Source: an optimization exercise on an open RTL-to-GDS flow (aim: small area). Production flows keep margins and buffers that such runs may drop.
Where RTL was checked, it was by simulation tests only, not by an equivalence proof against the original.
The RTL of runs 3 and 4 was laid out without a check of its function.
No activity file was given, so power comes from the tool's default toggle rates.

### design/flow/config.mk
export PLATFORM = sky130hd
export DESIGN_NAME = ALUUnit
export DESIGN_NICKNAME = ALUUnit
export VERILOG_FILES = /design/flow/design.v
export SDC_FILE = /design/flow/constraint.sdc
export NUM_CORES = 4
export LEC_CHECK = 0
export CAP_MARGIN = 20
export CORE_MARGIN = 2
export CORE_UTILIZATION = 40
export SLEW_MARGIN = 20
### design/flow/constraint.sdc
create_clock -name core_clock -period 5.0 [get_ports {clock}]
set_input_delay 1.0000 -clock core_clock [delete_from_list [all_inputs] [get_ports {clock}]]
set_output_delay 1.0000 -clock core_clock [all_outputs]
set_load 0.01 [all_outputs]
### design/flow/design.v
module ALUControl(operation, ALUOp, ff);
	input [1:0] ALUOp;
	input [5:0] ff;
	output [2:0] operation;
	assign operation[0] = ALUOp[1] & (ff[0] | ff[3]);
	assign operation[1] = ~ALUOp[1] | ~ff[2];
	assign operation[2] = (ALUOp[1] & ff[1]) | ALUOp[0];
endmodule
module ALU32Bit(zero, carryOut, result, a, b, op);
	input [31:0] a, b;
	input [2:0] op;
	output [31:0] result;
	output zero, carryOut;
	wire sub = op[2];
	wire [31:0] bx = b ^ {32{sub}};
	wire [31:0] g = a & bx;
	wire [31:0] p = a ^ bx;
	wire G0_0 = g[0] | (p[0] & sub);
	wire G1_1 = g[1] | (p[1] & G0_0);
	wire G1_3 = g[3] | (p[3] & g[2]);
	wire P1_3 = p[3] & p[2];
	wire G1_5 = g[5] | (p[5] & g[4]);
	wire P1_5 = p[5] & p[4];
	wire G1_7 = g[7] | (p[7] & g[6]);
	wire P1_7 = p[7] & p[6];
	wire G1_9 = g[9] | (p[9] & g[8]);
	wire P1_9 = p[9] & p[8];
	wire G1_11 = g[11] | (p[11] & g[10]);
	wire P1_11 = p[11] & p[10];
	wire G1_13 = g[13] | (p[13] & g[12]);
	wire P1_13 = p[13] & p[12];
	wire G1_15 = g[15] | (p[15] & g[14]);
	wire P1_15 = p[15] & p[14];
	wire G1_17 = g[17] | (p[17] & g[16]);
	wire P1_17 = p[17] & p[16];
	wire G1_19 = g[19] | (p[19] & g[18]);
	wire P1_19 = p[19] & p[18];
	wire G1_21 = g[21] | (p[21] & g[20]);
	wire P1_21 = p[21] & p[20];
	wire G1_23 = g[23] | (p[23] & g[22]);
	wire P1_23 = p[23] & p[22];
	wire G1_25 = g[25] | (p[25] & g[24]);
	wire P1_25 = p[25] & p[24];
	wire G1_27 = g[27] | (p[27] & g[26]);
	wire P1_27 = p[27] & p[26];
	wire G1_29 = g[29] | (p[29] & g[28]);
	wire P1_29 = p[29] & p[28];
	wire G1_31 = g[31] | (p[31] & g[30]);
	wire P1_31 = p[31] & p[30];
	wire G2_2 = g[2] | (p[2] & G1_1);
	wire G2_3 = G1_3 | (P1_3 & G1_1);
	wire G2_6 = g[6] | (p[6] & G1_5);
	wire P2_6 = p[6] & P1_5;
	wire G2_7 = G1_7 | (P1_7 & G1_5);
	wire P2_7 = P1_7 & P1_5;
	wire G2_10 = g[10] | (p[10] & G1_9);
	wire P2_10 = p[10] & P1_9;
	wire G2_11 = G1_11 | (P1_11 & G1_9);
	wire P2_11 = P1_11 & P1_9;
	wire G2_14 = g[14] | (p[14] & G1_13);
	wire P2_14 = p[14] & P1_13;
	wire G2_15 = G1_15 | (P1_15 & G1_13);
	wire P2_15 = P1_15 & P1_13;
	wire G2_18 = g[18] | (p[18] & G1_17);
	wire P2_18 = p[18] & P1_17;
	wire G2_19 = G1_19 | (P1_19 & G1_17);
	wire P2_19 = P1_19 & P1_17;
	wire G2_22 = g[22] | (p[22] & G1_21);
	wire P2_22 = p[22] & P1_21;
	wire G2_23 = G1_23 | (P1_23 & G1_21);
	wire P2_23 = P1_23 & P1_21;
	wire G2_26 = g[26] | (p[26] & G1_25);
	wire P2_26 = p[26] & P1_25;
	wire G2_27 = G1_27 | (P1_27 & G1_25);
	wire P2_27 = P1_27 & P1_25;
	wire G2_30 = g[30] | (p[30] & G1_29);
	wire P2_30 = p[30] & P1_29;
	wire G2_31 = G1_31 | (P1_31 & G1_29);
	wire P2_31 = P1_31 & P1_29;
	wire G3_4 = g[4] | (p[4] & G2_3);
	wire G3_5 = G1_5 | (P1_5 & G2_3);
	wire G3_6 = G2_6 | (P2_6 & G2_3);
	wire G3_7 = G2_7 | (P2_7 & G2_3);
	wire G3_12 = g[12] | (p[12] & G2_11);
	wire P3_12 = p[12] & P2_11;
	wire G3_13 = G1_13 | (P1_13 & G2_11);
	wire P3_13 = P1_13 & P2_11;
	wire G3_14 = G2_14 | (P2_14 & G2_11);
	wire P3_14 = P2_14 & P2_11;
	wire G3_15 = G2_15 | (P2_15 & G2_11);
	wire P3_15 = P2_15 & P2_11;
	wire G3_20 = g[20] | (p[20] & G2_19);
	wire P3_20 = p[20] & P2_19;
	wire G3_21 = G1_21 | (P1_21 & G2_19);
	wire P3_21 = P1_21 & P2_19;
	wire G3_22 = G2_22 | (P2_22 & G2_19);
	wire P3_22 = P2_22 & P2_19;
	wire G3_23 = G2_23 | (P2_23 & G2_19);
	wire P3_23 = P2_23 & P2_19;
	wire G3_28 = g[28] | (p[28] & G2_27);
	wire P3_28 = p[28] & P2_27;
	wire G3_29 = G1_29 | (P1_29 & G2_27);
	wire P3_29 = P1_29 & P2_27;
	wire G3_30 = G2_30 | (P2_30 & G2_27);
	wire P3_30 = P2_30 & P2_27;
	wire G3_31 = G2_31 | (P2_31 & G2_27);
	wire P3_31 = P2_31 & P2_27;
	wire G4_8 = g[8] | (p[8] & G3_7);
	wire G4_9 = G1_9 | (P1_9 & G3_7);
	wire G4_10 = G2_10 | (P2_10 & G3_7);
	wire G4_11 = G2_11 | (P2_11 & G3_7);
	wire G4_12 = G3_12 | (P3_12 & G3_7);
	wire G4_13 = G3_13 | (P3_13 & G3_7);
	wire G4_14 = G3_14 | (P3_14 & G3_7);
	wire G4_15 = G3_15 | (P3_15 & G3_7);
	wire G4_24 = g[24] | (p[24] & G3_23);
	wire P4_24 = p[24] & P3_23;
	wire G4_25 = G1_25 | (P1_25 & G3_23);
	wire P4_25 = P1_25 & P3_23;
	wire G4_26 = G2_26 | (P2_26 & G3_23);
	wire P4_26 = P2_26 & P3_23;
	wire G4_27 = G2_27 | (P2_27 & G3_23);
	wire P4_27 = P2_27 & P3_23;
	wire G4_28 = G3_28 | (P3_28 & G3_23);
	wire P4_28 = P3_28 & P3_23;
	wire G4_29 = G3_29 | (P3_29 & G3_23);
	wire P4_29 = P3_29 & P3_23;
	wire G4_30 = G3_30 | (P3_30 & G3_23);
	wire P4_30 = P3_30 & P3_23;
	wire G4_31 = G3_31 | (P3_31 & G3_23);
	wire P4_31 = P3_31 & P3_23;
	wire G5_16 = g[16] | (p[16] & G4_15);
	wire G5_17 = G1_17 | (P1_17 & G4_15);
	wire G5_18 = G2_18 | (P2_18 & G4_15);
	wire G5_19 = G2_19 | (P2_19 & G4_15);
	wire G5_20 = G3_20 | (P3_20 & G4_15);
	wire G5_21 = G3_21 | (P3_21 & G4_15);
	wire G5_22 = G3_22 | (P3_22 & G4_15);
	wire G5_23 = G3_23 | (P3_23 & G4_15);
	wire G5_24 = G4_24 | (P4_24 & G4_15);
	wire G5_25 = G4_25 | (P4_25 & G4_15);
	wire G5_26 = G4_26 | (P4_26 & G4_15);
	wire G5_27 = G4_27 | (P4_27 & G4_15);
	wire G5_28 = G4_28 | (P4_28 & G4_15);
	wire G5_29 = G4_29 | (P4_29 & G4_15);
	wire G5_30 = G4_30 | (P4_30 & G4_15);
	wire G5_31 = G4_31 | (P4_31 & G4_15);
	wire [32:0] c;
	assign c[0] = sub;
	assign c[1] = G0_0;
	assign c[2] = G1_1;
	assign c[3] = G2_2;
	assign c[4] = G2_3;
	assign c[5] = G3_4;
	assign c[6] = G3_5;
	assign c[7] = G3_6;
	assign c[8] = G3_7;
	assign c[9] = G4_8;
	assign c[10] = G4_9;
	assign c[11] = G4_10;
	assign c[12] = G4_11;
	assign c[13] = G4_12;
	assign c[14] = G4_13;
	assign c[15] = G4_14;
	assign c[16] = G4_15;
	assign c[17] = G5_16;
	assign c[18] = G5_17;
	assign c[19] = G5_18;
	assign c[20] = G5_19;
	assign c[21] = G5_20;
	assign c[22] = G5_21;
	assign c[23] = G5_22;
	assign c[24] = G5_23;
	assign c[25] = G5_24;
	assign c[26] = G5_25;
	assign c[27] = G5_26;
	assign c[28] = G5_27;
	assign c[29] = G5_28;
	assign c[30] = G5_29;
	assign c[31] = G5_30;
	assign c[32] = G5_31;
	wire [31:0] s = p ^ c[31:0];
	wire cout = c[32];
	wire logic_op = ~op[1] & ~op[2];
	wire arith = op[1] & ~op[0];
	wire slt = op[2] & op[1] & op[0];
	assign result = ({32{logic_op}} & (g | ({32{op[0]}} & p)))
		| ({32{arith}} & s)
		| {31'b0, slt & ~cout};
	assign carryOut = arith & (cout ^ sub);
	assign zero = ~|result;
endmodule
module ALUUnit(clock, ALUOp, funct, a, b, result, zero, carryOut);
	input clock;
	input [1:0] ALUOp;
	input [5:0] funct;
	input [31:0] a, b;
	output reg [31:0] result;
	output zero;
	output reg carryOut;
	wire [2:0] operation;
	wire [31:0] aluResult;
	wire aluZero, aluCarry;
	reg [31:0] resultQ;
	reg carryQ;
	ALUControl ctl(operation, ALUOp, funct);
	ALU32Bit alu(aluZero, aluCarry, aluResult, a, b, operation);
	always @(posedge clock)
	begin
		resultQ <= aluResult;
		if (operation == 3'd2 || operation == 3'd6)
			carryQ <= aluCarry;
		result <= resultQ;
		carryOut <= carryQ;
	end
	assign zero = ~|result;
endmodule
### design/flow/run.sh
#!/bin/bash
# synth_recipe.tcl (not shown) runs the flow's synth.tcl, then flattens the netlist and writes it again
# the make line also repeats each setting of config.mk as NAME=value (left out here)
make -C /OpenROAD-flow-scripts/flow DESIGN_CONFIG=/design/flow/config.mk WORK_HOME=/design/flow/orfs CLKGATE_MAP_FILE= SYNTH_SCRIPT=/design/flow/synth_recipe.tcl finish
==> flow_metrics.env, run 1 <==
export IMPL_fp_dieArea_um2=10000
export IMPL_global_route_usage_met1=0.272
export IMPL_floorplan_rows=35
export IMPL_cell_variety_after_synth=54
export IMPL_half_perimeter_wire_length_of_the_detailed_placement_result_um=7540
export IMPL_place_detailed_instances=603
export IMPL_gr_max_usage_layer="met2"
export IMPL_global_route_usage_met3=0.0327
export IMPL_number_of_synthesized_register_bits=66
export IMPL_register_area_um2=1330
export IMPL_max_cap_violations=0
export IMPL_detailroute_via_count=3430
export IMPL_power_ir_vdd_worst_mv=0.157
export IMPL_nNetsFinal=613
export IMPL_ys_top_cells_by_area="dfxtp_1 35%, ha_1 11%, xnor2_1 7.8%"
export IMPL_yosysWarningCount=1
export IMPL_timing_final_setup_violations=0
export IMPL_finalWeightedCongestion=0.848
export IMPL_antenna_cells=0
export IMPL_synthesis_instances=398
export IMPL_slowest_stage="clkdlybuf4s50_1"
export IMPL_critical_path_max_fanout=19
export IMPL_first_global_vias=3140
export IMPL_layoutNonFillerInstCount=619
export IMPL_post_cts_setup_driven_buffer_insertion_count=0
export IMPL_hold_worst_slack_ns=0.327
export IMPL_max_clock_path_buffers=2
export IMPL_grt_remaining_overflow=0
export IMPL_initial_antenna_violation_count=0
export IMPL_detail_route_vias_per_cell=5.54
export IMPL_portBuffers=104
export IMPL_dp_worst_setup_slack_ns=0.414
export IMPL_gr_usage_met2=0.317
export IMPL_final_min_clock_period_ns=4.25
export IMPL_setup_tns_final_ns=0
export IMPL_layout_common_cells="104 x clkdlybuf4s50_1, 65 x dfxtp_1, 33 x xnor2_1"
export IMPL_timing_critical_path_slowest_cell_delay_ns=0.53
export IMPL_clkSinkCount=66
export IMPL_wirelength_um=10000
export IMPL_finalCritPeriodShare=0.850
export IMPL_chipWidth_um=100
export IMPL_drt_iter0_markers=205
export IMPL_power_density_nw_per_um2=351
export IMPL_critPathKind="input pin to flip-flop"
export IMPL_most_frequently_used_flop_master_after_synthesis="dfxtp_1"
export IMPL_total_power_uw=1790
export IMPL_grt_start_max_net_pins=49
export IMPL_area_of_the_core_um2=9110
export IMPL_finClkSkew_ns=0.00798
export IMPL_synth_yosys_seq_area_share=0.360
export IMPL_drt_wirelength_per_cell_um=16.2
export IMPL_drt_first_pass_iters=5
export IMPL_r2r_setup_slack_ns=4.53
export IMPL_count_of_nets_left_with_antenna_violations_after_detail_routing=0
export IMPL_postCtsResizedCells=0
export IMPL_critPathRequiredTime_ns=5.20
export IMPL_layout_cells_most_common="clkdlybuf4s50_1"
export IMPL_io_pins=107
export IMPL_post_route_cells_drive_above_1_share=0.0610
export IMPL_status="complete, no violations"
export IMPL_first_pass_grt_wire_length_um=15600
export IMPL_crit_path_dat_ns=4.45
export IMPL_rsz0062_at_grt="no"
export IMPL_crit_path_end_kind="flip-flop"
export IMPL_h_tree_depth=3
export IMPL_clock_root_buffer="clkbuf_8"
export IMPL_worst_skew_pair_late_latency_ns=0.33
export IMPL_slew_violations=0
export IMPL_groute_usage_overall=0.200
export IMPL_postSynthNetCount=508
export IMPL_fmax_ghz=0.235
export IMPL_clk_transition_reported_paths_ns=0.08
export IMPL_yosysTopAreaCell="dfxtp_1"
export IMPL_die_height_um=100
export IMPL_syn_area_per_cell_um2=9.28
export IMPL_netlist_area_leader_share=0.352
export IMPL_synth_edf_count=1
export IMPL_finalHoldViolCount=0
export IMPL_cts_tree="done"
export IMPL_postCtsHoldBufs=0
export IMPL_critical_path_cell_by_cell="clkdlybuf4s50_1 -> a21oi_4 -> buf_12 -> xnor2_1 -> ha_1 -> nand4_1 -> o22ai_1 -> o21ai_2 -> a2111oi_4 -> a211oi_2 -> a221oi_2 -> o211ai_1"
export IMPL_synth_async_sr_flop_share=0
export IMPL_critical_path_startpoint_type="input pin"
export IMPL_min_path_type="flip-flop to flip-flop"
export IMPL_cts_inserted_buffers=9
export IMPL_final_setup_worst_slack_ns=0.750
export IMPL_syn_to_final_growth_pct=38.1
export IMPL_area_of_combinational_cells_with_multiple_inputs_um2=2270
export IMPL_post_synth_instance_area_um2=3690
export IMPL_relSlewSlack=0.491
export IMPL_filler_cell_count=854
export IMPL_worstMarginPinSlew_ns=0.760
export IMPL_p_leak_uw=0.00204
export IMPL_route_detailed_drc=0
export IMPL_initial_core_utilization=0.406
-- cells in the mapped netlist (4+ instances only) --
cell,number
a221o_1,9
o21ai_0,26
nand2_1,23
dfxtp_1,65
nand3_1,11
fa_1,5
a21o_1,14
xor2_1,4
xnor2_1,33
a21oi_1,30
o22ai_1,7
nor3_1,8
ha_1,32
clkbuf_1,15
a222oi_1,4
nand4_1,8
nor2_1,22
nor4_1,8
inv_1,15
o211ai_1,6
nor3b_1,6
-- final cells by class --
type                    instances  area share
flip-flops and latches         66       0.261
clock inverters                 6      0.0128
multi-input cells             301       0.446
well taps                     111      0.0272
inverters                      15      0.0110
repair buffers                110       0.215
clock buffers                  10      0.0270
-- worst paths after layout --
check / to / cells after the start / from
worst min-delay path: result[9]$_DFF_P_ / 0 / resultQ[9]$_DFF_P_
worst max register to register: carryOut$_DFF_P_ / 0 / carryQ$_DFFE_PP_
worst min register to register: result[9]$_DFF_P_ / 0 / resultQ[9]$_DFF_P_
worst max-delay path: resultQ[29]$_DFF_P_ / 12 / ALUOp[1]
-- kinds of logic (layout without fill, tap and decap cells) --
family / count (synthesis) / in the layout / synth area share
flip-flops: 66 / 66 / 0.360
XOR/XNOR: 37 / 37 / 0.0877
adder cells (fa/ha/maj): 37 / 37 / 0.135
multiplexers: 1 / 1 / 0.00271
buffers and inverters: 31 / 141 / 0.0315
AO/OA/AOI/OAI: 123 / 123 / 0.237
AND/OR/NAND/NOR: 103 / 103 / 0.145
-- layer usage --
metal  routed length [µm]  vias to the layer above
met5                    0                        -
met4                  190                        0
met3                  647                       18
met2                 4580                      127
met1                 4610                     1587
li1                     -                     1698
-- registers in the layout (all words and copies together), names as in the netlist --
signal and cells:
carryQ 1, carryOut 1, result 32, resultQ 32
-- report_power, final --
part / switching [µW] / total, µW / internal [µW] / leakage (µW)
Clock: 201 / 446 / 245 / 0.000103
Sequential: 52.7 / 705 / 652 / 0.000554
Combinational: 310 / 641 / 330 / 0.00139
Total: 564 / 1790 / 1230 / 0.00204
-- per-stage QoR --
step	instance area, µm²	util
finish	5100	0.560
global route	5100	0.560
CTS	5100	0.560
detailed placement	4900	0.538
global placement	4900	0.538
floorplan	3690	-
-- worst max-delay path: cells and delay by family --
| kind | cells | cell delay (ns) |
|---|---|---|
| AOI/OAI and AO/OA | 7 | 2.07 |
| and+or+nand+nor | 1 | 0.15 |
| xor gates and xnor gates | 1 | 0.08 |
| adders and majority gates | 1 | 0.36 |
| buffers and inverters | 2 | 0.78 |
==> inputs of run 2 (changes only) <==
==> design/flow/flow/run.sh (new file) <==
#!/bin/bash
# Standard ORFS layout with three changes: synthesis maps the logic with
# an area-oriented ABC script (flow/synth.abc) in place of ORFS's speed
# script (the registers come out as in the standard synthesis), the port
# buffers use the smallest buffer, and CTS builds its tree from clkbuf_4
# without dummy loads.
set -euo pipefail
export BUFFER_PORTS_ARGS="-buffer_cell sky130_fd_sc_hd__buf_1"
export CTS_ARGS="-sink_clustering_enable -repair_clock_nets -dont_use_dummy_load -buf_list sky130_fd_sc_hd__clkbuf_4"
export MY_ABC_SCRIPT=$PWD/flow/synth.abc
# synth_recipe.tcl with ORFS's ABC script swapped for flow/synth.abc
{
  head -n 1 synth_recipe.tcl
  cat flow/abc_override.tcl
  tail -n +2 synth_recipe.tcl
} > my_synth.tcl
sed -e "s#$PWD/synth_recipe.tcl#$PWD/my_synth.tcl#g" standard.sh > my_standard.sh
grep -q my_synth.tcl my_standard.sh
bash my_standard.sh finish > standard_flow.log 2>&1
==> design/flow/flow/abc_override.tcl (new file) <==
proc abc {args} {
  set i [lsearch -exact $args -script]
  if { $i >= 0 } { lset args [expr {$i + 1}] $::env(MY_ABC_SCRIPT) }
  yosys abc {*}$args
}
==> design/flow/flow/synth.abc (new file) <==
&get -n
&st
&dch
&nf -R 1000 -p
&put
==> design/flow/standard.sh (new file) <==
#!/bin/bash
# synth_recipe.tcl (not shown) runs the flow's synth.tcl, then flattens the netlist and writes it again
# the make line also repeats each setting of config.mk as NAME=value (left out here)
make -C /OpenROAD-flow-scripts/flow DESIGN_CONFIG=/design/flow/config.mk WORK_HOME=/design/flow/orfs CLKGATE_MAP_FILE= SYNTH_SCRIPT=/design/flow/synth_recipe.tcl "${@:-finish}"
removed: design/flow/run.sh
==> flow_metrics.env, run 2 <==
export IMPL_cell_variety_after_synth=35
export IMPL_critical_path_max_fanout=10
export IMPL_groute_usage_overall=0.181
export IMPL_critical_path_startpoint_type="input pin"
export IMPL_finClkSkew_ns=0.0222
export IMPL_drt_iter0_markers=102
export IMPL_max_clock_path_buffers=2
export IMPL_grt_remaining_overflow=0
export IMPL_clk_transition_reported_paths_ns=0.09
export IMPL_power_ir_vdd_worst_mv=0.130
export IMPL_post_cts_setup_driven_buffer_insertion_count=0
export IMPL_rsz0062_at_grt="no"
export IMPL_relSlewSlack=0.623
export IMPL_critPathRequiredTime_ns=5.14
export IMPL_place_detailed_instances=580
export IMPL_crit_path_end_kind="flip-flop"
export IMPL_timing_final_setup_violations=0
export IMPL_wirelength_um=8270
export IMPL_netlist_area_leader_share=0.380
export IMPL_fmax_ghz=0.247
export IMPL_initial_core_utilization=0.415
export IMPL_route_detailed_drc=0
export IMPL_timing_critical_path_slowest_cell_delay_ns=0.40
export IMPL_top_count_cell_post_synth="dfxtp_1"
export IMPL_layoutNonFillerInstCount=589
export IMPL_min_path_type="flip-flop to flip-flop"
export IMPL_portBuffers=104
export IMPL_clkSinkCount=66
export IMPL_worstMarginPinSlew_ns=0.562
export IMPL_yosysWarningCount=1
export IMPL_register_area_um2=1330
export IMPL_fp_dieArea_um2=9320
export IMPL_syn_area_per_cell_um2=9.43
export IMPL_setup_tns_final_ns=0
export IMPL_critPathKind="input pin to flip-flop"
export IMPL_slew_violations=0
export IMPL_worst_skew_pair_late_latency_ns=0.38
export IMPL_power_density_nw_per_um2=357
export IMPL_finalWeightedCongestion=0.791
export IMPL_initial_antenna_violation_count=0
export IMPL_cts_tree="done"
export IMPL_finalHoldViolCount=0
export IMPL_final_min_clock_period_ns=4.04
export IMPL_h_tree_depth=3
export IMPL_status="complete, no violations"
export IMPL_drt_wirelength_per_cell_um=14.0
export IMPL_filler_cell_count=830
export IMPL_crit_path_dat_ns=4.18
export IMPL_synth_async_sr_flop_share=0
export IMPL_layout_cells_most_common="buf_1"
export IMPL_syn_to_final_growth_pct=19.7
export IMPL_floorplan_rows=33
export IMPL_synth_yosys_seq_area_share=0.389
export IMPL_detail_route_vias_per_cell=5.30
export IMPL_first_global_vias=2823
export IMPL_most_frequently_used_flop_master_after_synthesis="dfxtp_1"
export IMPL_yosysTopAreaCell="dfxtp_1"
export IMPL_critPathMostFrequentCell="xnor2_1"
export IMPL_cts_inserted_buffers=9
export IMPL_first_pass_grt_wire_length_um=13000
export IMPL_postCtsResizedCells=0
export IMPL_number_of_synthesized_register_bits=66
export IMPL_detailroute_via_count=3123
export IMPL_top_regs="resultQ x32, result x32"
export IMPL_clock_root_buffer="clkbuf_4"
export IMPL_area_of_the_core_um2=8260
export IMPL_finalCritPeriodShare=0.808
export IMPL_layout_common_cells="104 x buf_1, 65 x dfxtp_1, 54 x a21oi_1"
export IMPL_count_of_nets_left_with_antenna_violations_after_detail_routing=0
export IMPL_p_leak_uw=0.00152
export IMPL_ys_top_cells_by_area="dfxtp_1 38%, ha_1 12%, xnor2_1 12%"
export IMPL_synth_edf_count=1
export IMPL_critical_path_cell_by_cell="buf_1 -> a21oi_4 -> buf_4 -> xnor2_1 -> ha_1 -> nand2_1 -> nand4b_1 -> o211a_1 -> o31ai_1 -> clkinv_1 -> nor3b_1 -> a21oi_1 -> xnor2_1 -> nor2_1"
export IMPL_post_route_cells_drive_above_1_share=0.0372
export IMPL_postCtsHoldBufs=0
export IMPL_die_height_um=96.5
export IMPL_chipWidth_um=96.5
export IMPL_io_pins=107
export IMPL_synth_top_cells_by_count="65 x dfxtp_1, 55 x a21oi_1, 45 x xnor2_1, 32 x ha_1"
export IMPL_drt_first_pass_iters=4
export IMPL_synthesis_instances=363
export IMPL_postSynthNetCount=473
export IMPL_max_cap_violations=0
export IMPL_antenna_cells=0
export IMPL_half_perimeter_wire_length_of_the_detailed_placement_result_um=6200
export IMPL_grt_start_max_net_pins=35
export IMPL_area_of_combinational_cells_with_multiple_inputs_um2=2050
export IMPL_slowest_stage="o31ai_1"
export IMPL_nNetsFinal=596
export IMPL_post_synth_instance_area_um2=3420
run 2: cell count changes in the layout (fill, tap and decap cells not counted), moves of 9 or more:
| cell | change |
|---|---|
| buf_1 | +104 |
| clkdlybuf4s50_1 | -104 |
| a21oi_1 | +25 |
| o22ai_1 | +19 |
| o21ai_0 | -16 |
| inv_1 | -15 |
| clkinv_1 | +14 |
| xnor2_1 | +12 |
| a21o_1 | -11 |
| nor2_1 | -11 |
| clkbuf_8 | -10 |
| a221o_1 | -9 |
| clkbuf_4 | +9 |
run 2: final cells by class:
cell class	count	area share
Clock buffer	9	0.0165
Inverter	14	0.0128
Multi-Input combinational cell	283	0.501
Sequential cell	66	0.325
Tap cell	105	0.0321
Timing Repair Buffer	112	0.113
run 2: cell families (layout without fill, tap and decap cells):
logic type,count (synthesis),count (layout),synth area share
fa+ha+maj,37,37,0.146
buf+inv,14,135,0.0153
simple gates,71,71,0.0994
compound gates,117,117,0.202
xor+xnor,57,57,0.146
mux,1,1,0.00292
flops,66,66,0.389
run 2: power breakdown:
part	switching [µW]	internal, µW	leakage [µW]	total, µW
Sequential	43.3	646	0.000552	690
Combinational	309	229	0.000921	538
Clock	151	83.4	0.0000414	234
Total	504	959	0.00152	1460
run 2: routing by layer:
layer | part of all wire | wire length, µm | up-vias | global-route usage
li1 | - | - | 1587 | -
met1 | 0.46 | 3780 | 1414 | 0.236
met2 | 0.46 | 3770 | 104 | 0.287
met3 | 0.061 | 504 | 18 | 0.0349
met4 | 0.026 | 212 | 0 | 0.0892
met5 | 0 | 0 | - | 0
run 2: path summary, 6_finish.rpt:
check / start / to / slack (ns) / depth (start not counted)
setup / recovery: ALUOp[1] / carryQ$_DFFE_PP_ / 0.96 / 14
hold / removal: resultQ[18]$_DFF_P_ / result[18]$_DFF_P_ / 0.30 / 0
setup reg to reg: carryQ$_DFFE_PP_ / carryOut$_DFF_P_ / 4.53 / 0
hold reg to reg: resultQ[18]$_DFF_P_ / result[18]$_DFF_P_ / 0.30 / 0
run 2: critical path: cells and delay by family:
family	cells	cell delay (ns)
fa+ha+maj	1	0.34
simple gates	4	0.65
compound gates	4	1.16
xor+xnor	2	0.25
buf+inv	3	0.76
run 2: through the flow:
stage | total power, µW | cell area, µm² | utilization | setup slack, ns | hold slack (ns)
2_1_floorplan | 1070 | 3440 | - | 0.165 | 0.310
3_3_place_gp | 1230 | 4030 | 0.488 | 0.587 | 0.312
3_5_place_dp | 1240 | 4030 | 0.488 | 0.523 | 0.312
4_1_cts | 1480 | 4100 | 0.496 | 0.950 | 0.300
5_1_grt | 1580 | 4100 | 0.496 | 0.715 | 0.316
6_report | 1460 | 4100 | 0.496 | 0.959 | 0.299
==> inputs of run 3 (changes only) <==
--- a/design/flow/design.v
+++ b/design/flow/design.v
@@ -186,4 +186,4 @@
 	wire slt = op[2] & op[1] & op[0];
-	assign result = ({32{logic_op}} & (g | ({32{op[0]}} & p)))
-		| ({32{arith}} & s)
+	wire ep = arith | (logic_op & op[0]);
+	assign result = (({32{ep}} & p) ^ (({32{arith}} & c[31:0]) | ({32{logic_op}} & g)))
 		| {31'b0, slt & ~cout};
==> flow_metrics.env, run 3 <==
export IMPL_finalCritPeriodShare=0.799
export IMPL_hp_start="resultQ[5]$_DFF_P_"
export IMPL_layout_common_cells="104 x buf_1, 65 x dfxtp_1, 49 x nand2_1"
export IMPL_gr_usage_met2=0.284
export IMPL_critical_path_max_fanout=36
export IMPL_grt_start_max_net_pins=37
export IMPL_first_pass_grt_wire_length_um=12200
export IMPL_power_ir_vdd_worst_mv=0.237
export IMPL_wirelength_um=7670
export IMPL_post_synth_instance_area_um2=3300
export IMPL_filler_cell_count=842
export IMPL_max_clock_path_buffers=2
export IMPL_relSlewSlack=0.525
export IMPL_io_pins=107
export IMPL_yosysTopAreaCell="dfxtp_1"
export IMPL_cts_inserted_buffers=9
export IMPL_timing_critical_path_slowest_cell_delay_ns=0.49
export IMPL_total_power_uw=1450
export IMPL_final_area_um2=3950
export IMPL_rsz0062_at_grt="no"
export IMPL_syn_area_per_cell_um2=9.49
export IMPL_fp_dieArea_um2=9000
export IMPL_detailroute_via_count=2898
export IMPL_grt_remaining_overflow=0
export IMPL_synth_top_cells_by_count="65 x dfxtp_1, 49 x nand2_1, 43 x xnor2_1, 37 x a21oi_1, 32 x ha_1"
export IMPL_detail_route_vias_per_cell=5.08
export IMPL_top_regs="resultQ x32, result x32"
export IMPL_layoutNonFillerInstCount=570
export IMPL_slew_violations=0
export IMPL_cts_tree="done"
export IMPL_first_global_vias=2698
export IMPL_post_cts_setup_driven_buffer_insertion_count=0
export IMPL_global_route_usage_met1=0.233
export IMPL_critical_path_startpoint_type="input pin"
export IMPL_postCtsHoldBufs=0
export IMPL_setup_tns_final_ns=0
export IMPL_crit_path_end_kind="flip-flop"
export IMPL_place_area_um2=3880
export IMPL_critPathKind="input pin to flip-flop"
export IMPL_post_route_cells_drive_above_1_share=0.0301
export IMPL_critPathMostFrequentCell="xnor2_1"
export IMPL_regToRegEndpoint="carryOut$_DFF_P_"
export IMPL_route_detailed_drc=0
export IMPL_clock_root_buffer="clkbuf_4"
export IMPL_drt_wirelength_per_cell_um=13.5
export IMPL_cell_variety_after_synth=36
export IMPL_crit_reg2reg_launch="carryQ$_DFFE_PP_"
export IMPL_portBuffers=104
export IMPL_yosysWarningCount=1
export IMPL_final_min_clock_period_ns=3.99
export IMPL_most_frequently_used_flop_master_after_synthesis="dfxtp_1"
export IMPL_hold_worst_slack_ns=0.301
export IMPL_r2r_setup_slack_ns=4.53
export IMPL_chipWidth_um=94.9
export IMPL_ys_top_cells_by_area="dfxtp_1 39%, ha_1 12%, xnor2_1 11%"
export IMPL_hold_depth=0
export IMPL_h_tree_depth=3
export IMPL_critPathRequiredTime_ns=5.32
export IMPL_reg2regPathDepth=0
export IMPL_critical_path_cell_by_cell="buf_1 -> a21oi_4 -> buf_12 -> xnor2_1 -> ha_1 -> a21oi_1 -> o21ai_0 -> nand4b_1 -> o211ai_1 -> a221o_1 -> nand2_1 -> nor3b_1 -> a211o_1 -> o21a_1 -> xnor2_1"
export IMPL_power_density_nw_per_um2=367
export IMPL_synthesis_instances=348
export IMPL_synth_async_sr_flop_share=0
export IMPL_syn_to_final_growth_pct=19.5
export IMPL_drt_iter0_markers=121
export IMPL_groute_usage_overall=0.176
export IMPL_crit_path_dat_ns=4.31
export IMPL_initial_core_utilization=0.408
export IMPL_place_detailed_instances=561
export IMPL_finalWeightedCongestion=0.800
export IMPL_min_path_type="flip-flop to flip-flop"
export IMPL_clkSinkCount=66
export IMPL_floorplan_rows=33
export IMPL_number_of_synthesized_register_bits=66
export IMPL_status="complete, no violations"
export IMPL_global_route_usage_met3=0.0479
export IMPL_finalHoldViolCount=0
export IMPL_slowest_stage="a221o_1"
export IMPL_worst_skew_pair_late_latency_ns=0.39
export IMPL_top_count_cell_post_synth="dfxtp_1"
export IMPL_worstMarginPinSlew_ns=0.713
export IMPL_netlist_area_leader_share=0.394
export IMPL_postSynthNetCount=453
export IMPL_finClkSkew_ns=0.0264
export IMPL_synth_edf_count=1
export IMPL_initial_antenna_violation_count=0
export IMPL_half_perimeter_wire_length_of_the_detailed_placement_result_um=5710
export IMPL_area_of_the_core_um2=8090
export IMPL_min_to="result[5]$_DFF_P_"
export IMPL_timing_final_setup_violations=0
export IMPL_clk_transition_reported_paths_ns=0.09
export IMPL_drt_first_pass_iters=5
export IMPL_count_of_nets_left_with_antenna_violations_after_detail_routing=0
export IMPL_synth_yosys_seq_area_share=0.403
export IMPL_die_height_um=94.9
export IMPL_p_leak_uw=0.00153
export IMPL_postCtsResizedCells=0
export IMPL_fmax_ghz=0.250
export IMPL_nNetsFinal=572
export IMPL_max_cap_violations=0
export IMPL_gr_max_usage_layer="met2"
export IMPL_layout_cells_most_common="buf_1"
export IMPL_antenna_cells=0
## run 3: cell types whose count changed in the layout (fill, tap and decap cells not counted), moves of 6 or more
| cell | previous run | this run |
|---|---|---|
| xor2_1 | 12 | 21 |
| nand2_1 | 26 | 49 |
| clkinv_1 | 14 | 3 |
| a22oi_1 | 0 | 7 |
| a21o_1 | 3 | 9 |
| a21oi_1 | 54 | 36 |
| o22ai_1 | 26 | 1 |
## run 3: logic make-up after synthesis
| logic type | count (synthesis) | share of synthesized area |
|---|---|---|
| buffers and inverters | 3 | 0.00341 |
| adders and majority gates | 32 | 0.121 |
| xor gates and xnor gates | 64 | 0.170 |
| and+or+nand+nor | 91 | 0.127 |
| muxes | 1 | 0.00341 |
| AOI/OAI and AO/OA | 91 | 0.172 |
| DFF | 66 | 0.403 |
## run 3: where the power goes
group / internal [µW] / switching, µW / total (µW)
Clock: 83.6 / 157 / 240
Combinational: 196 / 272 / 468
Sequential: 682 / 57.1 / 740
Total: 962 / 486 / 1450
## run 3: worst max path at each step
stage,endpoint,start,cells past startpoint
after floorplan,carryQ$_DFFE_PP_,funct[1],14
after global placement,resultQ[29]$_DFF_P_,ALUOp[1],15
after detailed placement,resultQ[29]$_DFF_P_,ALUOp[1],15
after CTS,resultQ[29]$_DFF_P_,ALUOp[1],15
after global routing,resultQ[29]$_DFF_P_,ALUOp[1],15
final,resultQ[29]$_DFF_P_,ALUOp[1],15
## run 3: critical path: cells and delay by family
kind                     cells  cell delay (ns)
AO/OA/AOI/OAI                7             1.68
AND/OR/NAND/NOR              3             0.66
buffers and inverters        2             0.43
adder cells (fa/ha/maj)      1             0.31
XOR/XNOR                     2             0.23
## run 3: metal layers
metal / share of wire / up-vias
li1: - / 1496
met1: 0.48 / 1311
met2: 0.46 / 89
met3: 0.055 / 2
met4: 0.0046 / 0
met5: 0 / -
## run 3: final cells by class
type	count	area [µm²]	area share
Clock buffer	9	67.6	0.0171
Tap cell	105	131	0.0333
Timing Repair Buffer	108	433	0.110
Multi-Input combinational cell	279	1970	0.500
Sequential cell	66	1330	0.337
Inverter	3	11.3	0.00285
## run 3: per-stage QoR
step	setup slack, ns	util
2_1_floorplan	0.156	-
3_3_place_gp	0.684	0.479
3_5_place_dp	0.636	0.479
4_1_cts	1.03	0.488
5_1_grt	0.691	0.488
6_report	1.01	0.488
==> inputs of run 4 (changes only) <==
--- a/design/flow/design.v
+++ b/design/flow/design.v
@@ -186,5 +186,6 @@
 	wire slt = op[2] & op[1] & op[0];
-	wire ep = arith | (logic_op & op[0]);
-	assign result = (({32{ep}} & p) ^ (({32{arith}} & c[31:0]) | ({32{logic_op}} & g)))
-		| {31'b0, slt & ~cout};
+	wire or_op = logic_op & op[0];
+	wire z = ~arith & ~or_op;
+	wire [31:0] y = ({32{arith}} & c[31:0]) | ({32{logic_op}} & g) | ({32{z}} & p);
+	assign result = (p ^ y) | {31'b0, slt & ~cout};
 	assign carryOut = arith & (cout ^ sub);
==> design/flow/flow/synth.abc (replaced) <==
&get -n
&st
&dch -f
&nf -R 0 -p -E 100
&put
==> flow_metrics.env, run 4 <==
export IMPL_status="complete, no violations"
export IMPL_cts_inserted_buffers=9
export IMPL_clk_transition_reported_paths_ns=0.12
export IMPL_synth_async_sr_flop_share=0
export IMPL_first_global_vias=2947
export IMPL_netlist_area_leader_share=0.388
export IMPL_relSlewSlack=0.547
export IMPL_r2r_setup_slack_ns=4.52
export IMPL_total_power_uw=1540
export IMPL_syn_area_per_cell_um2=10.0
export IMPL_grt_remaining_overflow=0
export IMPL_drt_wirelength_per_cell_um=15.1
export IMPL_number_of_synthesized_register_bits=66
export IMPL_yosysTopAreaCell="dfxtp_1"
export IMPL_ys_top_cells_by_area="dfxtp_1 39%, xnor2_1 14%, ha_1 12%"
export IMPL_power_density_nw_per_um2=383
export IMPL_area_of_combinational_cells_with_multiple_inputs_um2=2020
export IMPL_critical_path_startpoint_type="input pin"
export IMPL_most_frequently_used_flop_master_after_synthesis="dfxtp_1"
export IMPL_critical_path_max_fanout=16
export IMPL_post_route_cells_drive_above_1_share=0.0419
export IMPL_initial_antenna_violation_count=0
export IMPL_antenna_cells=0
export IMPL_filler_cell_count=812
export IMPL_intPower_uw=1010
export IMPL_final_min_clock_period_ns=3.90
export IMPL_worstMarginPinSlew_ns=0.678
export IMPL_detailroute_via_count=3105
export IMPL_slew_violations=0
export IMPL_count_of_nets_left_with_antenna_violations_after_detail_routing=0
export IMPL_combPwrFrac=0.351
export IMPL_io_pins=107
export IMPL_fmax_ghz=0.257
export IMPL_layout_common_cells="104 x buf_1, 65 x dfxtp_1, 52 x xnor2_1"
export IMPL_groute_usage_overall=0.193
export IMPL_drt_first_pass_iters=6
export IMPL_area_of_the_core_um2=8180
export IMPL_syn_to_final_growth_pct=19.8
export IMPL_sequentialPowerShare=0.489
export IMPL_nNetsFinal=561
export IMPL_top_count_cell_post_synth="dfxtp_1"
export IMPL_die_height_um=95.6
export IMPL_final_area_um2=4020
export IMPL_min_path_type="flip-flop to flip-flop"
export IMPL_finalCritPeriodShare=0.779
export IMPL_max_clock_path_buffers=2
export IMPL_clkSinkCount=66
export IMPL_netSwitchingFraction=0.345
export IMPL_postSynthNetCount=440
export IMPL_synth_edf_count=1
export IMPL_chipWidth_um=95.6
export IMPL_portBuffers=104
export IMPL_rsz0062_at_grt="no"
export IMPL_p_switching_uw=531
export IMPL_fp_dieArea_um2=9140
export IMPL_crit_path_end_kind="flip-flop"
export IMPL_worst_skew_pair_late_latency_ns=0.42
export IMPL_cell_variety_after_synth=41
export IMPL_critPathKind="input pin to flip-flop"
export IMPL_finClkSkew_ns=0.0194
export IMPL_synth_top_cells_by_count="65 x dfxtp_1, 52 x xnor2_1, 32 x ha_1, 20 x a222oi_1, 20 x nand2_1"
export IMPL_detail_route_vias_per_cell=5.55
export IMPL_grt_start_max_net_pins=28
export IMPL_synth_yosys_seq_area_share=0.397
export IMPL_timing_final_setup_violations=0
export IMPL_power_clock_fraction=0.161
export IMPL_synthesis_instances=335
export IMPL_crit_path_dat_ns=4.18
export IMPL_p_leak_uw=0.00149
export IMPL_setup_tns_final_ns=0
export IMPL_place_area_um2=3950
export IMPL_post_cts_setup_driven_buffer_insertion_count=0
export IMPL_postCtsResizedCells=0
export IMPL_cts_tree="done"
export IMPL_floorplan_rows=33
export IMPL_layout_cells_most_common="buf_1"
export IMPL_route_detailed_drc=0
export IMPL_wirelength_um=8420
export IMPL_finalWeightedCongestion=0.789
export IMPL_critPathRequiredTime_ns=5.29
export IMPL_finalHoldViolCount=0
export IMPL_yosysWarningCount=1
export IMPL_post_synth_instance_area_um2=3360
export IMPL_power_ir_vdd_worst_mv=0.125
export IMPL_initial_core_utilization=0.410
export IMPL_first_pass_grt_wire_length_um=13500
export IMPL_clock_root_buffer="clkbuf_4"
export IMPL_top_regs="resultQ x32, result x32"
export IMPL_half_perimeter_wire_length_of_the_detailed_placement_result_um=6240
export IMPL_h_tree_depth=3
export IMPL_drt_iter0_markers=190
export IMPL_max_cap_violations=0
export IMPL_register_area_um2=1330
export IMPL_postCtsHoldBufs=0
-- run 4: worst paths after layout --
check | startpoint | end | depth (start not counted)
worst max-delay path | ALUOp[1] | resultQ[28]$_DFF_P_ | 13
worst min-delay path | resultQ[10]$_DFF_P_ | result[10]$_DFF_P_ | 0
worst max register to register | carryQ$_DFFE_PP_ | carryOut$_DFF_P_ | 0
worst min register to register | resultQ[10]$_DFF_P_ | result[10]$_DFF_P_ | 0
-- run 4: power by group through the flow --
stage,logic [µW],registers [µW],clock network (µW)
final,539,752,247
after global routing,607,771,277
after CTS,540,755,259
after detailed placement,537,767,0
after global placement,529,763,0
after floorplan,325,799,0
-- run 4: kinds of logic after synthesis --
logic type / share of synthesized area
DFF: 0.397
and+or+nand+nor: 0.101
adders and majority gates: 0.119
xor gates and xnor gates: 0.136
AOI/OAI and AO/OA: 0.219
muxes: 0.0179
buffers and inverters: 0.0101
-- run 4: layer usage --
layer,track usage,part of all wire,vias to the layer above
met5,0,0,-
met3,0.0372,0.065,22
met2,0.307,0.46,127
met1,0.237,0.43,1420
li1,-,-,1536
met4,0.124,0.039,0
-- run 4: cell type report --
cell class / instances / share of cell area
multi-input cells: 260 / 0.503
flip-flops and latches: 66 / 0.331
repair buffers: 110 / 0.108
well taps: 105 / 0.0327
clock buffers: 9 / 0.0168
inverters: 9 / 0.00840
-- run 4: per-stage QoR --
stage | std cells | util | setup slack (ns) | hold slack, ns
finish | 559 | 0.492 | 1.10 | 0.312
global route | 559 | 0.492 | 0.735 | 0.309
CTS | 559 | 0.491 | 1.14 | 0.312
detailed placement | 550 | 0.483 | 0.725 | 0.312
global placement | 550 | 0.483 | 0.776 | 0.311
floorplan | 335 | - | 0.498 | 0.310
-- run 4: worst max-delay path, cell delays in order --
cell and delay, ns:
buf_1 0.17, a21oi_4 0.41, buf_4 0.36, xnor2_1 0.11
ha_1 0.40, nand2_1 0.09, o21ai_0 0.41, a41o_1 0.35
nor2b_1 0.28, clkinv_1 0.12, o311ai_0 0.13, a222oi_1 0.17
xnor2_1 0.18
==> inputs of run 5 (changes only) <==
--- a/design/flow/design.v
+++ b/design/flow/design.v
@@ -186,6 +186,5 @@
 	wire slt = op[2] & op[1] & op[0];
-	wire or_op = logic_op & op[0];
-	wire z = ~arith & ~or_op;
-	wire [31:0] y = ({32{arith}} & c[31:0]) | ({32{logic_op}} & g) | ({32{z}} & p);
-	assign result = (p ^ y) | {31'b0, slt & ~cout};
+	assign result = ({32{logic_op}} & (g | ({32{op[0]}} & p)))
+		| ({32{arith}} & s)
+		| {31'b0, slt & ~cout};
 	assign carryOut = arith & (cout ^ sub);
==> design/flow/flow/run.sh (replaced) <==
#!/bin/bash
# Standard ORFS layout with three changes: the combinational logic of the
# standard synthesis is re-mapped by ABC for area (registers untouched),
# the port buffers use the smallest buffer, and CTS builds its tree from
# clkbuf_4 without dummy loads.
set -euo pipefail
export BUFFER_PORTS_ARGS="-buffer_cell sky130_fd_sc_hd__buf_1"
export CTS_ARGS="-sink_clustering_enable -repair_clock_nets -dont_use_dummy_load -buf_list sky130_fd_sc_hd__clkbuf_4"
R=orfs/results/${FLOW_PLATFORM}/ALUUnit/base
bash standard.sh synth > standard_synth.log 2>&1
cp $R/1_2_yosys.v $R/1_2_yosys_std.v
LIB=$FLOW_HOME/platforms/sky130hd/lib/sky130_fd_sc_hd__tt_025C_1v80.lib
DU=""
for c in $(grep -oE "cell *\( *\"?sky130_fd_sc_hd__(lpflow|probe)[a-z0-9_]*" $LIB | grep -oE "sky130_fd_sc_hd__\w+"); do DU="$DU -dont_use $c"; done
YOSYS=${YOSYS_EXE:-yosys}
$YOSYS -p "read_liberty -ignore_miss_func $LIB; \
  setattr -mod -set blackbox 1 sky130_fd_sc_hd__dfxtp_1 sky130_fd_sc_hd__edfxtp_1 sky130_fd_sc_hd__ha_1 sky130_fd_sc_hd__fa_1 sky130_fd_sc_hd__conb_1; \
  read_verilog $R/1_2_yosys_std.v; hierarchy -top $FLOW_TOP; flatten; opt -purge; \
  abc -liberty $LIB -script $PWD/flow/remap.abc $DU; \
  opt_clean -purge; rename -hide w:*.*; stat -liberty $LIB; \
  write_verilog -noattr -nohex -nodec $R/1_2_yosys.v" > remap.log 2>&1
rm -f $R/1_synth.odb $R/1_synth.sdc
bash standard.sh finish > standard_finish.log 2>&1
==> design/flow/flow/remap.abc (new file) <==
&get -n
&st
&syn2
&dch -f
&nf -R 30 -p
&put
removed: design/flow/flow/abc_override.tcl
removed: design/flow/flow/synth.abc
==> flow_metrics.env, run 5 <==
export IMPL_critical_path_startpoint_type="input pin"
export IMPL_cts_tree="done"
export IMPL_postCtsResizedCells=0
export IMPL_critPathKind="input pin to flip-flop"
export IMPL_fmax_ghz=0.230
export IMPL_layout_core_utilization=0.491
export IMPL_critical_path_max_fanout=8
export IMPL_power_ir_vdd_worst_mv=0.116
export IMPL_worst_path_buf_inv=3
export IMPL_drt_first_pass_iters=4
export IMPL_p_leak_uw=0.00152
export IMPL_synthesis_instances=346
export IMPL_layout_common_cells="104 x buf_1, 65 x dfxtp_1, 37 x xnor2_1"
export IMPL_route_detailed_drc=0
export IMPL_critical_path_cell_by_cell="buf_1 -> a21oi_4 -> mux2i_1 -> fa_1 -> a211oi_1 -> o31ai_1 -> and2_0 -> a41o_1 -> a41oi_1 -> buf_4 -> o31ai_1 -> and2_0 -> a21boi_0 -> buf_4 -> nor3_1 -> a221o_1"
export IMPL_area_of_combinational_cells_with_multiple_inputs_um2=1980
export IMPL_crit_path_dat_ns=4.61
export IMPL_max_cap_violations=0
export IMPL_clock_root_buffer="clkbuf_4"
export IMPL_syn_to_final_growth_pct=19.7
export IMPL_area_of_the_core_um2=8130
export IMPL_detail_route_vias_per_cell=5.22
export IMPL_filler_cell_count=801
export IMPL_status="complete, no violations"
export IMPL_wirelength_um=8420
export IMPL_first_pass_grt_wire_length_um=13000
export IMPL_slew_violations=0
export IMPL_first_global_vias=2751
export IMPL_fp_dieArea_um2=9090
export IMPL_relSlewSlack=0.444
export IMPL_grt_remaining_overflow=0
export IMPL_half_perimeter_wire_length_of_the_detailed_placement_result_um=6540
export IMPL_total_power_uw=1380
export IMPL_finalCritPeriodShare=0.868
export IMPL_worst_skew_pair_late_latency_ns=0.39
export IMPL_drt_wirelength_per_cell_um=14.7
export IMPL_syn_area_per_cell_um2=9.64
export IMPL_portBuffers=104
export IMPL_final_area_um2=4000
export IMPL_die_height_um=95.3
export IMPL_final_setup_worst_slack_ns=0.661
export IMPL_postCtsHoldBufs=0
export IMPL_min_path_type="flip-flop to flip-flop"
export IMPL_finalWeightedCongestion=0.896
export IMPL_layout_cells_most_common="buf_1"
export IMPL_detailroute_via_count=2978
export IMPL_slowest_stage="fa_1"
export IMPL_postSynthNetCount=456
export IMPL_nNetsFinal=578
export IMPL_register_area_um2=1330
export IMPL_top_regs="resultQ x32, result x32"
export IMPL_post_synth_instance_area_um2=3340
export IMPL_chipWidth_um=95.3
export IMPL_initial_core_utilization=0.410
export IMPL_worstMarginPinSlew_ns=0.829
export IMPL_critPathRequiredTime_ns=5.27
export IMPL_cts_inserted_buffers=9
export IMPL_antenna_cells=0
export IMPL_max_clock_path_buffers=2
export IMPL_initial_antenna_violation_count=0
export IMPL_crit_path_end_kind="flip-flop"
export IMPL_post_route_cells_drive_above_1_share=0.0386
export IMPL_place_area_um2=3930
export IMPL_io_pins=107
export IMPL_post_cts_setup_driven_buffer_insertion_count=0
export IMPL_cp_top_family="compound AO/OA/AOI/OAI gates"
export IMPL_floorplan_rows=33
export IMPL_finalHoldViolCount=0
export IMPL_clk_transition_reported_paths_ns=0.08
export IMPL_timing_final_setup_violations=0
export IMPL_final_min_clock_period_ns=4.34
export IMPL_setup_tns_final_ns=0
export IMPL_dp_worst_setup_slack_ns=0.293
export IMPL_count_of_nets_left_with_antenna_violations_after_detail_routing=0
export IMPL_drt_iter0_markers=93
export IMPL_groute_usage_overall=0.190
export IMPL_grt_start_max_net_pins=36
export IMPL_power_density_nw_per_um2=346
export IMPL_rsz0062_at_grt="no"
export IMPL_clkSinkCount=66
export IMPL_finClkSkew_ns=0.0130
export IMPL_yosysWarningCount=1
export IMPL_timing_critical_path_slowest_cell_delay_ns=0.46
export IMPL_h_tree_depth=3
run 5: cell count changes in the layout (fill, tap and decap cells not counted), sizes merged, moves of 7 or more:
cell / delta
a221o: +8
a21oi: +16
a221oi: -7
xnor2: -15
a22oi: +7
a222oi: -16
o22ai: +7
run 5: through the flow:
| step | hold WS, ns | instances |
|---|---|---|
| CTS | 0.329 | 571 |
| global route | 0.330 | 571 |
| global placement | 0.311 | 562 |
| detailed placement | 0.312 | 562 |
| finish | 0.330 | 571 |
| floorplan | 0.310 | 346 |
run 5: cell type report:
cell class | count | area share
Timing Repair Buffer | 111 | 0.111
Clock buffer | 9 | 0.0169
Tap cell | 105 | 0.0329
Multi-Input combinational cell | 268 | 0.495
Sequential cell | 66 | 0.333
Inverter | 12 | 0.0113
run 5: where the power goes:
group / switching, µW / internal [µW] / total [µW]
combinational: 266 / 197 / 463
clock: 152 / 83.6 / 236
sequential: 44.9 / 638 / 683
run 5: worst paths after layout:
path                    endpoint  slack, ns  depth (start not counted)           startpoint
max          resultQ[26]$_DFF_P_       0.66                         16             funct[1]
min           result[28]$_DFF_P_       0.33                          0  resultQ[28]$_DFF_P_
max reg2reg     carryOut$_DFF_P_       4.54                          0     carryQ$_DFFE_PP_
min reg2reg   result[28]$_DFF_P_       0.33                          0  resultQ[28]$_DFF_P_
run 5: per-layer routing:
| layer | wire length [µm] | vias to the layer above | global-route usage | share of wire |
|---|---|---|---|---|
| li1 | - | 1527 | - | - |
| met1 | 3720 | 1346 | 0.245 | 0.44 |
| met2 | 4010 | 96 | 0.315 | 0.48 |
| met3 | 549 | 9 | 0.0332 | 0.065 |
| met4 | 136 | 0 | 0.0785 | 0.016 |
| met5 | 0 | - | 0 | 0 |

==> afterwards: timing with drivers on the ports <==
How much do the figures lean on ideal ports? The routed layouts below were timed once more, with nothing changed but the port constraints. Step 1 sets driving cells, clkbuf_16 on the clock port and buf_2 on the other inputs (assumed; they add their load-dependent delay and slew). Step 2 times the ports against the registers' clock, not the clock port: input delays grow and output delays shrink by t, the midpoint of the rising clock arrivals with the driver on. Slacks: no drivers / after step 1 / after step 2; pairs: no drivers / after step 1.
run	shift t [ns]	setup slack, ns	worst register clock-pin slew, ns	cell pins on the clock port's net
run 1	0.353	0.750 / 0.756 / 0.403	0.08 / 0.08	1
run 2	0.405	0.959 / 0.964 / 0.558	0.11 / 0.11	1
run 3	0.405	1.006 / 1.014 / 0.609	0.11 / 0.11	1
run 4	0.430	1.105 / 1.113 / 0.683	0.12 / 0.12	1
run 5	0.414	0.661 / 0.667 / 0.253	0.12 / 0.12	1
After both steps setup and hold are still met in every run listed. The setup slack of run 4, which loses most, moves by +0.008 ns with the drivers and by -0.422 ns with both steps.
